This design comes from an exercise in tuning for small area on the open sky130 flow, not from production work. At most, simulation tests tie the RTL to the original design; equivalence was not proved. For run 1, only the layout was checked, not whether the RTL still works.

==> flow/design.v (outline; a module is shown in full before it is edited, if it fits) <==
// module convolutional_layer_1: 4307 lines
// module fa_cell: 4 lines
// module hold_mux: 3 lines
// module inv_cell: 3 lines
// module ha_cell: 4 lines
module convolutional_layer_1 (
  input signed [7:0] in,
  input clk, en,
  output signed [191:0] out
);
  // ...
==> flow/flow/run.sh <==
#!/bin/bash
# Standard synthesis and layout with small port buffers; after placement the constant
# output ports of each map share one tie cell.
set -e
bash standard.sh synth > synth.log 2>&1
bash standard.sh BUFFER_PORTS_ARGS="-buffer_cell sky130_fd_sc_hd__buf_1" place > place.log 2>&1
ODB=orfs/results/sky130hd/convolutional_layer_1/base/3_place.odb openroad -no_init -exit flow/merge_ties.tcl > merge_ties.log 2>&1
bash standard.sh BUFFER_PORTS_ARGS="-buffer_cell sky130_fd_sc_hd__buf_1" finish > layout.log 2>&1
==> flow/flow/merge_ties.tcl <==
# Let one tie cell drive all the constant output ports of a map instead of one tie cell each.
read_db $::env(ODB)
set block [[[ord::get_db] getChip] getBlock]
array set keep {}
set removed 0
foreach inst [$block getInsts] {
  if {[[$inst getMaster] getName] ne "sky130_fd_sc_hd__conb_1"} { continue }
  set net "NULL"
  set pin ""
  foreach it [$inst getITerms] {
    set n [$it getNet]
    if {$n ne "NULL" && [[$it getMTerm] getName] in {LO HI}} { set net $n; set pin [[$it getMTerm] getName] }
  }
  if {$net eq "NULL"} { continue }
  set bts [$net getBTerms]
  if {[llength $bts] != 1 || [llength [$net getITerms]] != 1} { continue }
  set name [[lindex $bts 0] getName]
  if {![regexp {^out\[(\d+)\]$} $name -> idx]} { continue }
  set key "$pin[expr {$idx / 32}]"
  if {![info exists keep($key)]} { set keep($key) $net; continue }
  set bt [lindex $bts 0]
  $bt disconnect
  $bt connect $keep($key)
  odb::dbInst_destroy $inst
  odb::dbNet_destroy $net
  incr removed
}
puts "merge_ties: removed $removed tie cells"
write_db $::env(ODB)
==> flow/standard.sh <==
#!/bin/bash
# synth_recipe.tcl (not shown) runs the flow's synth.tcl, then flattens the netlist and writes it again
# the make line also repeats each setting of config.mk as NAME=value (left out here)
make -C /OpenROAD-flow-scripts/flow DESIGN_CONFIG=/design/flow/config.mk WORK_HOME=/design/flow/orfs CLKGATE_MAP_FILE= SYNTH_SCRIPT=/design/flow/synth_recipe.tcl "${@:-finish}"
==> flow/config.mk <==
export PLATFORM = sky130hd
export DESIGN_NAME = convolutional_layer_1
export DESIGN_NICKNAME = convolutional_layer_1
export VERILOG_FILES = /design/flow/design.v
export SDC_FILE = /design/flow/constraint.sdc
export NUM_CORES = 8
export LEC_CHECK = 0
export CAP_MARGIN = 20
export CORE_MARGIN = 2
export CORE_UTILIZATION = 55
export CTS_BUF_LIST = sky130_fd_sc_hd__clkbuf_16
export CTS_CLUSTER_DIAMETER = 100
export CTS_CLUSTER_SIZE = 25
export SLEW_MARGIN = 20
export SYNTH_HIERARCHICAL = 1
export SYNTH_MINIMUM_KEEP_SIZE = 0
==> flow/constraint.sdc <==
create_clock -name core_clock -period 18.0 [get_ports {clk}]
set_input_delay 3.6000 -clock core_clock [delete_from_list [all_inputs] [get_ports {clk}]]
set_output_delay 3.6000 -clock core_clock [all_outputs]
set_load 0.01 [all_outputs]
==> impl_metrics.toml, run 1 <==
[run_status]
outcome = "finished clean"

[worst_setup_path]
crit_cells = 29
critPathMaxFanout = 14
start_kind = "register"

[clocking]
insertion_delay_ns = 0.71
cts_buffers = 52
htree_levels = 2

[synthesis]
synth-edff-count = 0
yosysTopAreaCell = "fa_1"
syn_inst = 4678
synth_top_area_share_pct = 48.8
synth_fa_ha_area_share_pct = 51.5
synthArstFlopShare_pct = 0

[placed_design]
dpl.cell_count = 6554

[drt]
drt_iter0_markers = 5390
wl_per_cell_microns = 45.4
vias = 43804

[sta]
fmax_mhz = 57.8
whs_ns = 0.459

[floorplanning]
start_util_pct = 55.6
row_count = 130

[finish]
largestRegisters = "u (1064)"
seq_cell_count = 1064
inverters = 489

[grt]
grt_pass1_wl_mm = 397
grtUsageMet1_pct = 62.0
==> run 2: changes to the inputs <==
--- a/flow/design.v
+++ b/flow/design.v
@@ -1,34 +1,34 @@
 module convolutional_layer_1 (
   input signed [7:0] in,
   input clk, en,
   output signed [191:0] out
 );
   reg [7:0] u [0:132];
   integer i;
   genvar g, b;
-  wire [33:0] en_n, en_p;
+  wire [16:0] en_n, en_p;
   generate
-    for (g = 0; g < 34; g = g + 1) begin : sel
+    for (g = 0; g < 17; g = g + 1) begin : sel
       inv_cell in0 (.a(en), .y(en_n[g]));
       inv_cell in1 (.a(en_n[g]), .y(en_p[g]));
     end
   endgenerate
   wire [7:0] prv [0:132];
   wire [7:0] nxt [0:132];
   assign prv[0] = {~in[7], in[6:0]};
   generate
     for (g = 0; g < 133; g = g + 1) begin : hold
       if (g > 0) begin : link
         assign prv[g] = u[g-1];
       end
       for (b = 0; b < 8; b = b + 1) begin : bt
         wire y;
-        hold_mux h (.d(prv[g][b]), .q(u[g][b]), .e(en_p[g / 4]), .e_n(en_n[g / 4]), .y(y));
+        hold_mux h (.d(prv[g][b]), .q(u[g][b]), .e(en_p[g / 8]), .e_n(en_n[g / 8]), .y(y));
         assign nxt[g][b] = y;
       end
     end
   endgenerate
   always @(posedge clk) begin
     for (i = 0; i < 133; i = i + 1) u[i] <= nxt[i];
   end
   wire [7:0] x0 = u[0];
==> run 2 against run 1 <==
Net effect: flip-flop and latch count stayed put; worst hold slack better by 0.0013 ns; largest cell class unchanged; area after synthesis is 0.18% lower; routed wire length is 4.2% lower; critical path depth is 2 higher; highest routed layer unchanged; non-clock buffer count is 9 higher; register-to-register slack better by 0.09 ns; cell area is 0.12% lower.
==> impl_metrics.toml, run 2 <==
[worst_setup_path]
r2r_end = "u[4][4]$_DFF_P_"
critPathMaxFanout = 14
rr_startpoint = "u[3][4]$_DFF_P_"
cpPeakStageDelay_ns = 0.77
setup.worst_path.class = "reg -> out"
worstPathRequired_ns = 14.40
reg2reg_slack_ns = 16.56
cpMostUsedCell = "fa_1"
start_kind = "register"
end_kind = "output pin"
crit_family = "adder cells"
slowest_stage = "fa_1"
ff2ff_path_depth = 1
critical_path_arrival_ns = 13.67
critPathBufInv = 5

[synthesis]
netlist-cell-type-count = 17
yosysTopAreaCell = "fa_1"
synth_top_area_share_pct = 48.9
ys_top_cells_by_count = "1705 x fa_1, 1064 x a22o_1, 1064 x dfxtp_1, 455 x inv_1, 152 x ha_1"
ys_top_cells_by_area = "fa_1 49%, dfxtp_1 31%, a22o_1 13%"
synth_area_sq_um = 69800
synthArstFlopShare_pct = 0
synth.ff_latch_count = 1064
synth-edff-count = 0
ys_warn_count = 9
syn_inst = 4644
synth_area_per_cell_sq_um = 15.0
synth_seq_area_share_pct = 30.5
synth.most_common_cell = "fa_1"
synth_flop_cell = "dfxtp_1"

[sta]
skew_ns = 0.0572
hold_viol = 0
worstMarginPinSlew_ns = 1.16
finalSetupViolations = 0
whs_ns = 0.460
period_minus_slack_ns = 17.27
setup_tns_ns = 0
fmax_mhz = 57.9
rsz0062_at_grt = "false"
slew_headroom_pct = 22.3
drv_slew = 0
period_share_pct = 95.9

[drt]
wl_per_cell_microns = 43.7
viasPerCell = 6.65
route.detailed.drc = 0
first_pass_iters = 6
drt-total-wl_mm = 284
vias = 43306
drt_iter0_markers = 5403
postRouteAntennaNets = 0

[finish]
largest-register = "u"
area_growth_pct = 6.20
drive_gt1_share_pct = 5.23
largest_reg_flops = 1064
design_area_sq_um = 74100
final_cells = 6514
fillerInstances = 9856
layout_commonest_cell = "fa_1"
largestRegisters = "u (1064)"
nets = 6717
final_cell_mix = "1705 x fa_1, 1064 x a22o_1, 1064 x dfxtp_1, 425 x inv_1, 152 x ha_1"

[clocking]
cts_buffers = 52
root_buffer = "clkbuf_16"
cts-resized-gates = 0
clkTransAtPathRegs_ns = 0.10
cts_sinks = 1064
holdBufCountCts = 0
cts_buffer_depth = 3
insertion_delay_ns = 0.71
postCtsSetupBuffers = 0
htree_levels = 2
cts_tree = "yes"

[placed_design]
io_buffers = 111
postPlaceCellArea_sq_um = 72900
finalWeightedCongestion = 1.15
dp_hpwl_mm = 239
dpl.cell_count = 6529

[grt]
grt_start_max_net_pins = 66
grt_pass1_wl_mm = 382
groute.usage.overall_pct = 44.4
grt_pass1_vias = 45004
grt-ovfl-total = 0
antenna_found_initial = 7

[floorplanning]
die_area_sq_um = 130000
start_util_pct = 55.5
boundaryPins = 202
die_h_microns = 360
row_count = 130
die_w_microns = 360
core_area_sq_um = 126000

[run]
max-cap-violations = 0

[min_path]
hold_start = "u[78][2]$_DFF_P_"
hold-path-endpoint = "u[79][2]$_DFF_P_"
hp-class = "reg -> reg"
min_path_cells = 1

[run_status]
outcome = "finished clean"
[run 2: layout make-up]
class	instances	area (sq um)	share of cell area, %
Inverter	455	1710	2.30
Timing Repair Buffer	243	1420	1.92
Antenna cell	5	12.5	0.0169
Tap cell	1650	2060	2.78
Multi-Input combinational cell	3034	46100	62.2
Sequential cell	1064	21300	28.7
Clock inverter	11	206	0.278
Clock buffer	52	1300	1.76
[run 2: worst max path at each step]
| stage | slack, ns | start | to | cells after the start |
|---|---|---|---|---|
| 2_1_floorplan | 3.17 | u[35][0]$_DFF_P_ | out[64] | 30 |
| 3_3_place_gp | 1.66 | u[35][0]$_DFF_P_ | out[66] | 31 |
| 3_5_place_dp | 1.57 | u[35][0]$_DFF_P_ | out[66] | 31 |
| 4_1_cts | 0.80 | u[35][0]$_DFF_P_ | out[66] | 31 |
| 5_1_grt | 0.50 | u[35][0]$_DFF_P_ | out[66] | 31 |
| 6_report | 0.73 | u[65][0]$_DFF_P_ | out[66] | 31 |
[run 2: cells by family after synthesis]
| group | Yosys count | synth area share [%] |
|---|---|---|
| other cells | 1 | 0.00537 |
| fa+ha+maj | 1857 | 51.6 |
| flops | 1064 | 30.5 |
| xor+xnor | 5 | 0.106 |
| buf+inv | 551 | 3.47 |
| compound gates | 1064 | 13.3 |
| simple gates | 102 | 0.950 |
[run 2: per-module statistics from Yosys, one instance, submodules excluded]
module	times used	cells inside	area [sq um]	flip-flops and latches
convolutional_layer_1	1	1689	24300	1064
fa_cell	1705	1	20.0	0
ha_cell	152	1	12.5	0
hold_mux	1064	1	8.76	0
inv_cell	34	1	3.75	0
[run 2: layer usage]
metal,up-vias,GRT usage (%),routed length [microns]
li1,16235,-,-
met1,23252,57.7,106000
met2,3013,60.7,117000
met3,800,21.6,41400
met4,6,25.0,20300
met5,-,0,90
[run 2: per-stage QoR]
step                worst slack, ns  util (%)
floorplan                      3.17         -
global route                  0.498      59.0
global placement               1.66      58.0
detailed placement             1.57      58.0
finish                        0.732      59.0
CTS                           0.795      58.9

-- afterwards: timing with drivers on the ports --
The results above use ideal ports. As a check the final layouts listed here were re-extracted and re-timed, cells and wires unchanged. Step 1 assumes that a clkbuf_16 drives the clock port and a buf_2 every other input. Step 2 also shifts input and output timing later by t, the mid clock arrival at the registers, as if the neighbouring blocks saw the same clock. Three values: no drivers, after step 1, after step 2; two values: the first two.
run	shift t [ns]	setup WS [ns]	worst setup path after step 2	clock arrival spread, ns	worst data-port slew with drivers (ns)
run 1	0.760	0.712 / 0.635 / 1.395	register to output	0.063 / 0.063	0.03
run 2	0.758	0.732 / 0.654 / 1.412	register to output	0.062 / 0.061	0.08
After both steps every run listed still meets setup and hold.
